Background: an optimization exercise with open tools, aiming at small area and a short achievable clock period. Do not read the settings as production practice. RTL that was checked went through simulation tests only; none was proved equivalent to the original.

## fjord
==> flow/design.v <==
`timescale 1ns / 1ps
module RISCuva0 ( clk, reset,
                  progAddress, progData, progReset,
                  dataIn, dataOut,
                  portAddress, portRead, portWrite,
                  intReq, intAck );
    input        clk, reset;
    output [9:0] progAddress;
    input [13:0] progData;
    output       progReset;
    input  [7:0] dataIn;
    output [7:0] dataOut;
    output [7:0] portAddress;
    output       portRead;
    output       portWrite;
    input        intReq;
    output       intAck;
    wire [1:0] opA = progData[13:12];
    wire [1:0] opB = progData[11:10];
    wire [1:0] opC = progData[9:8];
    wire [3:0] rM  = progData[7:4];
    wire [3:0] rN  = progData[3:0];
    wire [9:0] immAddr = progData[9:0];
    wire [7:0] immData = progData[11:4];
    wire MISC = (opA == 2'b00);
    wire JP   = (opA == 2'b01);
    wire LOAD = (opA == 2'b10);
    wire ALU  = (opA == 2'b11);
    wire rets    = MISC & (opB == 2'b10);
    wire onRet   = rets & ~opC[1];               
    wire isRETI  = rets & (opC == 2'b01);
    wire isDI    = rets & (opC == 2'b10);
    wire isEI    = rets & (opC == 2'b11);
    wire isCALL  = MISC & (opB == 2'b00);
    wire writeRF = opA[1];                       
    logic [7:0]  rf [0:15];
    logic [11:0] stackMem [0:15];
    logic [3:0]  SP;
    logic [9:0]  PC;
    logic [7:0]  lastPort;      
    logic        zeroFlag, carryFlag;
    logic        userEI, intAckR, callingIRQ;
    wire [7:0] nextPort = lastPort + 8'd1;
    wire [7:0] otherPort = (opC == 2'b01) ? nextPort : {3'b111, progData[8:4]};
    wire [15:0] selN = 16'd1 << rN;
    wire [15:0] selM = 16'd1 << rM;
    wire [7:0] busN, busM;
    RISCuva0_read16 readN (.sel(selN), .d0(rf[0]), .d1(rf[1]), .d2(rf[2]), .d3(rf[3]),
        .d4(rf[4]), .d5(rf[5]), .d6(rf[6]), .d7(rf[7]), .d8(rf[8]), .d9(rf[9]),
        .d10(rf[10]), .d11(rf[11]), .d12(rf[12]), .d13(rf[13]), .d14(rf[14]), .d15(rf[15]), .q(busN));
    RISCuva0_read16p readM (.sel(selM), .d0(rf[0]), .d1(rf[1]), .d2(rf[2]), .d3(rf[3]),
        .d4(rf[4]), .d5(rf[5]), .d6(rf[6]), .d7(rf[7]), .d8(rf[8]), .d9(rf[9]),
        .d10(rf[10]), .d11(rf[11]), .d12(rf[12]), .d13(rf[13]), .d14(rf[14]), .d15(rf[15]), .q(busM),
        .pass(opC == 2'b00), .other(otherPort), .qp(portAddress));
    assign portRead  = ALU & (opB == 2'b11);
    assign portWrite = MISC & (opB == 2'b11);
    assign dataOut   = busN;
    assign intAck = intAckR;
    logic [7:0] logicALU;
    logic       logicCarry;
    always_comb
        case (opC)
            2'b00: begin logicALU = busM;           logicCarry = carryFlag; end
            2'b01: begin logicALU = busN ~^ busM;   logicCarry = carryFlag; end
            2'b10: begin logicALU = busN | busM;    logicCarry = 1'b0;      end
            default: begin logicALU = busN & busM;  logicCarry = 1'b1;      end
        endcase
    wire       isSub = opC[1];
    wire [7:0] altM  = isSub ? ~busM : busM;
    wire       cin   = opC[0] ? (isSub ? ~carryFlag : carryFlag) : isSub;
    wire [7:0] hx = busN ^ altM;
    wire [7:0] ho = busN | altM;
    wire [7:0] g0 = busN & altM;
    wire [7:0] p0 = hx;
    wire [7:0] g1, p1, g2, p2, g3, p3;
    assign g1[0] = g0[0];              assign p1[0] = p0[0];
    assign g1[7:1] = g0[7:1] | (p0[7:1] & g0[6:0]);
    assign p1[7:1] = p0[7:1] & p0[6:0];
    assign g2[1:0] = g1[1:0];          assign p2[1:0] = p1[1:0];
    assign g2[7:2] = g1[7:2] | (p1[7:2] & g1[5:0]);
    assign p2[7:2] = p1[7:2] & p1[5:0];
    assign g3[3:0] = g2[3:0];          assign p3[3:0] = p2[3:0];
    assign g3[7:4] = g2[7:4] | (p2[7:4] & g2[3:0]);
    assign p3[7:4] = p2[7:4] & p2[3:0];
    wire [8:1] c = g3 | (p3 & {8{cin}});
    wire [7:0] arithALU   = hx ^ {c[7:1], cin};
    wire       arithCarry = isSub ? ~c[8] : c[8];
    wire       arithZero = ~(hx[0] ^ cin) & ((hx[7:1] ^ ho[6:0]) == 7'b0);
    logic [7:0] shiftALU;
    logic       shiftCarry;
    always_comb
        case (opC)
            2'b00: {shiftALU, shiftCarry} = {busN[7], busN};
            2'b01: {shiftALU, shiftCarry} = {carryFlag, busN};
            2'b10: {shiftALU, shiftCarry} = {busN[0], busN};
            default: {shiftALU, shiftCarry} = {busN[6:0], busN[7], busN[7]};
        endcase
    logic [7:0] otherRes;
    always_comb
        case ({opA[0], opB})
            3'b100:  otherRes = logicALU;
            3'b110:  otherRes = shiftALU;
            3'b111:  otherRes = dataIn;
            default: otherRes = immData;
        endcase
    wire       isArith  = opA[0] & (opB == 2'b01);
    wire [7:0] dataBus  = isArith ? arithALU  : otherRes;
    wire       dataZero = isArith ? arithZero : (otherRes == 8'h00);
    always @(posedge clk)
        for (int i = 0; i < 16; i++)
            if (reset && i < 2)
                rf[i] <= (i == 1) ? 8'd1 : 8'd0;
            else if (~reset && writeRF && rN == i)
                rf[i] <= dataBus;
    always @(posedge clk)
        if (reset)
            lastPort <= 8'hFF;
        else if (portRead | portWrite)
            lastPort <= portAddress;
    wire mayIRQ   = ~(rets | portWrite | portRead);
    wire validIRQ = intReq & ~intAckR & userEI & mayIRQ;
    always @(posedge clk) begin
        if (reset)     userEI <= 1'b0;
        else if (isDI) userEI <= 1'b0;
        else if (isEI) userEI <= 1'b1;
        if (reset)         intAckR <= 1'b0;
        else if (validIRQ) intAckR <= 1'b1;
        else if (isRETI)   intAckR <= 1'b0;
        if (reset) callingIRQ <= 1'b0;
        else       callingIRQ <= validIRQ;
    end
    wire [3:0]  SPp1     = SP + 4'd1;
    wire [11:0] stackTop;
    wire [15:0] selS = 16'd1 << SP;
    RISCuva0_read16 #(12) readS (.sel(selS), .d0(stackMem[0]), .d1(stackMem[1]), .d2(stackMem[2]),
        .d3(stackMem[3]), .d4(stackMem[4]), .d5(stackMem[5]), .d6(stackMem[6]), .d7(stackMem[7]),
        .d8(stackMem[8]), .d9(stackMem[9]), .d10(stackMem[10]), .d11(stackMem[11]),
        .d12(stackMem[12]), .d13(stackMem[13]), .d14(stackMem[14]), .d15(stackMem[15]), .q(stackTop));
    always @(posedge clk)
        if (isRETI)
            {carryFlag, zeroFlag} <= stackTop[11:10];
        else begin
            if (writeRF)
                zeroFlag <= dataZero;
            if (ALU & (opB != 2'b11))
                carryFlag <= (opB == 2'b00) ? logicCarry :
                             (opB == 2'b10) ? shiftCarry : arithCarry;
        end
    logic validFlag;
    always_comb
        case (opB)
            2'b00: validFlag =  zeroFlag;
            2'b01: validFlag = ~zeroFlag;
            2'b10: validFlag =  carryFlag;
            default: validFlag = ~carryFlag;
        endcase
    wire       onJump = (MISC & ~opB[1]) | (JP & validFlag);
    wire [9:0] incrPC = callingIRQ ? PC : PC + 10'd1;
    wire [9:0] nextPC = onJump ? {immAddr[9:1], immAddr[0] | callingIRQ} :
                        onRet  ? stackTop[9:0] : incrPC;
    always @(posedge clk)
        if (reset) PC <= 10'd0;
        else       PC <= nextPC;
    assign progAddress = nextPC;
    assign progReset   = reset | validIRQ;
    always @(posedge clk)
        if (reset)       SP <= 4'd15;
        else if (isCALL) SP <= SPp1;
        else if (onRet)  SP <= SP - 4'd1;
    always @(posedge clk)
        if (isCALL)
            stackMem[SPp1] <= {carryFlag, zeroFlag, incrPC};
endmodule
module RISCuva0_read16 #(parameter W = 8) (
    input  [15:0]  sel,
    input  [W-1:0] d0, d1, d2, d3, d4, d5, d6, d7, d8, d9, d10, d11, d12, d13, d14, d15,
    output [W-1:0] q);
    assign q = ({W{sel[0]}}  & d0)  | ({W{sel[1]}}  & d1)  | ({W{sel[2]}}  & d2)  | ({W{sel[3]}}  & d3)
             | ({W{sel[4]}}  & d4)  | ({W{sel[5]}}  & d5)  | ({W{sel[6]}}  & d6)  | ({W{sel[7]}}  & d7)
             | ({W{sel[8]}}  & d8)  | ({W{sel[9]}}  & d9)  | ({W{sel[10]}} & d10) | ({W{sel[11]}} & d11)
             | ({W{sel[12]}} & d12) | ({W{sel[13]}} & d13) | ({W{sel[14]}} & d14) | ({W{sel[15]}} & d15);
endmodule
module RISCuva0_read16p (
    input  [15:0] sel,
    input  [7:0]  d0, d1, d2, d3, d4, d5, d6, d7, d8, d9, d10, d11, d12, d13, d14, d15,
    input         pass,
    input  [7:0]  other,
    output [7:0]  q,
    output [7:0]  qp);
    assign q = ({8{sel[0]}}  & d0)  | ({8{sel[1]}}  & d1)  | ({8{sel[2]}}  & d2)  | ({8{sel[3]}}  & d3)
             | ({8{sel[4]}}  & d4)  | ({8{sel[5]}}  & d5)  | ({8{sel[6]}}  & d6)  | ({8{sel[7]}}  & d7)
             | ({8{sel[8]}}  & d8)  | ({8{sel[9]}}  & d9)  | ({8{sel[10]}} & d10) | ({8{sel[11]}} & d11)
             | ({8{sel[12]}} & d12) | ({8{sel[13]}} & d13) | ({8{sel[14]}} & d14) | ({8{sel[15]}} & d15);
    assign qp = pass ? q : other;
endmodule
clock: 7.0 ns
lec_check: 0
cap_margin: 20
core_margin: 2
core_utilization: 50
cts_buf_list: sky130_fd_sc_hd__clkbuf_8
cts_cluster_diameter: 50
cts_cluster_size: 16
setup_slack_margin: 2.5
slew_margin: 20
synth_hierarchical: 1
synth_minimum_keep_size: 0
standard.sh (not shown) runs the stock make flow with config.mk's settings and CLKGATE_MAP_FILE= SYNTH_SCRIPT=/design/flow/synth_recipe.tcl, a recipe that flattens the netlist after the stock synthesis.
==> flow/flow/run.sh <==
#!/bin/bash
# The standard layout, with plain buf_2 cells as the port buffers instead of
# the delay cells that buffer_ports picks by default. Each tool's output is
# in standard.log and orfs/logs/.
set -euo pipefail
bash standard.sh "BUFFER_PORTS_ARGS=-buffer_cell sky130_fd_sc_hd__buf_2" finish > standard.log 2>&1
Here is what was changed in the inputs of zinc compared with fjord.
--- a/flow/design.v
+++ b/flow/design.v
@@ -38,25 +38,25 @@
     logic [3:0]  SP;
     logic [9:0]  PC;
     logic [7:0]  lastPort;      
     logic        zeroFlag, carryFlag;
     logic        userEI, intAckR, callingIRQ;
-    wire [7:0] nextPort = lastPort + 8'd1;
-    wire [7:0] otherPort = (opC == 2'b01) ? nextPort : {3'b111, progData[8:4]};
     wire [15:0] selN = 16'd1 << rN;
     wire [15:0] selM = 16'd1 << rM;
     wire [7:0] busN, busM;
     RISCuva0_read16 readN (.sel(selN), .d0(rf[0]), .d1(rf[1]), .d2(rf[2]), .d3(rf[3]),
         .d4(rf[4]), .d5(rf[5]), .d6(rf[6]), .d7(rf[7]), .d8(rf[8]), .d9(rf[9]),
         .d10(rf[10]), .d11(rf[11]), .d12(rf[12]), .d13(rf[13]), .d14(rf[14]), .d15(rf[15]), .q(busN));
-    RISCuva0_read16p readM (.sel(selM), .d0(rf[0]), .d1(rf[1]), .d2(rf[2]), .d3(rf[3]),
+    RISCuva0_read16 readM (.sel(selM), .d0(rf[0]), .d1(rf[1]), .d2(rf[2]), .d3(rf[3]),
         .d4(rf[4]), .d5(rf[5]), .d6(rf[6]), .d7(rf[7]), .d8(rf[8]), .d9(rf[9]),
-        .d10(rf[10]), .d11(rf[11]), .d12(rf[12]), .d13(rf[13]), .d14(rf[14]), .d15(rf[15]), .q(busM),
-        .pass(opC == 2'b00), .other(otherPort), .qp(portAddress));
+        .d10(rf[10]), .d11(rf[11]), .d12(rf[12]), .d13(rf[13]), .d14(rf[14]), .d15(rf[15]), .q(busM));
     assign portRead  = ALU & (opB == 2'b11);
     assign portWrite = MISC & (opB == 2'b11);
     assign dataOut   = busN;
+    wire [7:0] nextPort = lastPort + 8'd1;
+    assign portAddress = (opC == 2'b00) ? busM :
+                         (opC == 2'b01) ? nextPort : {3'b111, progData[8:4]};
     assign intAck = intAckR;
     logic [7:0] logicALU;
     logic       logicCarry;
     always_comb
         case (opC)
@@ -129,12 +129,11 @@
         if (reset) callingIRQ <= 1'b0;
         else       callingIRQ <= validIRQ;
     end
     wire [3:0]  SPp1     = SP + 4'd1;
     wire [11:0] stackTop;
-    wire [15:0] selS = 16'd1 << SP;
-    RISCuva0_read16 #(12) readS (.sel(selS), .d0(stackMem[0]), .d1(stackMem[1]), .d2(stackMem[2]),
+    RISCuva0_mux16 #(12) muxS (.sel(SP), .d0(stackMem[0]), .d1(stackMem[1]), .d2(stackMem[2]),
         .d3(stackMem[3]), .d4(stackMem[4]), .d5(stackMem[5]), .d6(stackMem[6]), .d7(stackMem[7]),
         .d8(stackMem[8]), .d9(stackMem[9]), .d10(stackMem[10]), .d11(stackMem[11]),
         .d12(stackMem[12]), .d13(stackMem[13]), .d14(stackMem[14]), .d15(stackMem[15]), .q(stackTop));
     always @(posedge clk)
         if (isRETI)
@@ -169,27 +168,24 @@
         else if (onRet)  SP <= SP - 4'd1;
     always @(posedge clk)
         if (isCALL)
             stackMem[SPp1] <= {carryFlag, zeroFlag, incrPC};
 endmodule
-module RISCuva0_read16 #(parameter W = 8) (
-    input  [15:0]  sel,
+module RISCuva0_mux16 #(parameter W = 8) (
+    input  [3:0]   sel,
     input  [W-1:0] d0, d1, d2, d3, d4, d5, d6, d7, d8, d9, d10, d11, d12, d13, d14, d15,
     output [W-1:0] q);
-    assign q = ({W{sel[0]}}  & d0)  | ({W{sel[1]}}  & d1)  | ({W{sel[2]}}  & d2)  | ({W{sel[3]}}  & d3)
-             | ({W{sel[4]}}  & d4)  | ({W{sel[5]}}  & d5)  | ({W{sel[6]}}  & d6)  | ({W{sel[7]}}  & d7)
-             | ({W{sel[8]}}  & d8)  | ({W{sel[9]}}  & d9)  | ({W{sel[10]}} & d10) | ({W{sel[11]}} & d11)
-             | ({W{sel[12]}} & d12) | ({W{sel[13]}} & d13) | ({W{sel[14]}} & d14) | ({W{sel[15]}} & d15);
+    wire [W-1:0] a = sel[1] ? (sel[0] ? d3  : d2)  : (sel[0] ? d1  : d0);
+    wire [W-1:0] b = sel[1] ? (sel[0] ? d7  : d6)  : (sel[0] ? d5  : d4);
+    wire [W-1:0] c = sel[1] ? (sel[0] ? d11 : d10) : (sel[0] ? d9  : d8);
+    wire [W-1:0] d = sel[1] ? (sel[0] ? d15 : d14) : (sel[0] ? d13 : d12);
+    assign q = sel[3] ? (sel[2] ? d : c) : (sel[2] ? b : a);
 endmodule
-module RISCuva0_read16p (
+module RISCuva0_read16 (
     input  [15:0] sel,
     input  [7:0]  d0, d1, d2, d3, d4, d5, d6, d7, d8, d9, d10, d11, d12, d13, d14, d15,
-    input         pass,
-    input  [7:0]  other,
-    output [7:0]  q,
-    output [7:0]  qp);
+    output [7:0]  q);
     assign q = ({8{sel[0]}}  & d0)  | ({8{sel[1]}}  & d1)  | ({8{sel[2]}}  & d2)  | ({8{sel[3]}}  & d3)
              | ({8{sel[4]}}  & d4)  | ({8{sel[5]}}  & d5)  | ({8{sel[6]}}  & d6)  | ({8{sel[7]}}  & d7)
              | ({8{sel[8]}}  & d8)  | ({8{sel[9]}}  & d9)  | ({8{sel[10]}} & d10) | ({8{sel[11]}} & d11)
              | ({8{sel[12]}} & d12) | ({8{sel[13]}} & d13) | ({8{sel[14]}} & d14) | ({8{sel[15]}} & d15);
-    assign qp = pass ? q : other;
 endmodule
==> summary.txt <==
Every run (zinc and fjord) finished clean.
Final cell count of zinc falls short of that of fjord slightly.
Compared with fjord, in zinc worst setup margin now sits higher, critical path's largest stage delay closely matched the old numbers.
Summary of zinc over fjord: number of combinational gates with multiple inputs lost 30; synthesized netlist net count lost 31.
No functional check of the RTL was part of zinc.

[port drivers added, routing unchanged]
No port has a modelled driver above. Below, the same layouts with a new extraction and two added sets of constraints.
Step 1: set_driving_cell puts a clkbuf_16 on clk and a buf_2 on each other input, an assumption about the parent block.
Step 2 moves the port delays by t, midway between the first and last clock arrival at a register: inputs arrive t later, outputs are due t later. That takes back most of the time a late clock gives input paths.
Three values: ideal ports, drivers, drivers and shift; two values: the first two.
run	shift t [ns]	setup WS [ns]	worst setup path after step 2	slew at the worst register clock pin (ns)	pins driven straight from the clock port
fjord	0.623	2.413 / 2.346 / 1.955	input to register	0.10 / 0.10	1
zinc	0.598	2.447 / 2.319 / 1.847	input to register	0.10 / 0.10	1
After both steps every run listed still meets setup and hold. For zinc, which loses most, drivers alone change the setup slack by -0.128 ns; drivers and shift together by -0.600 ns.
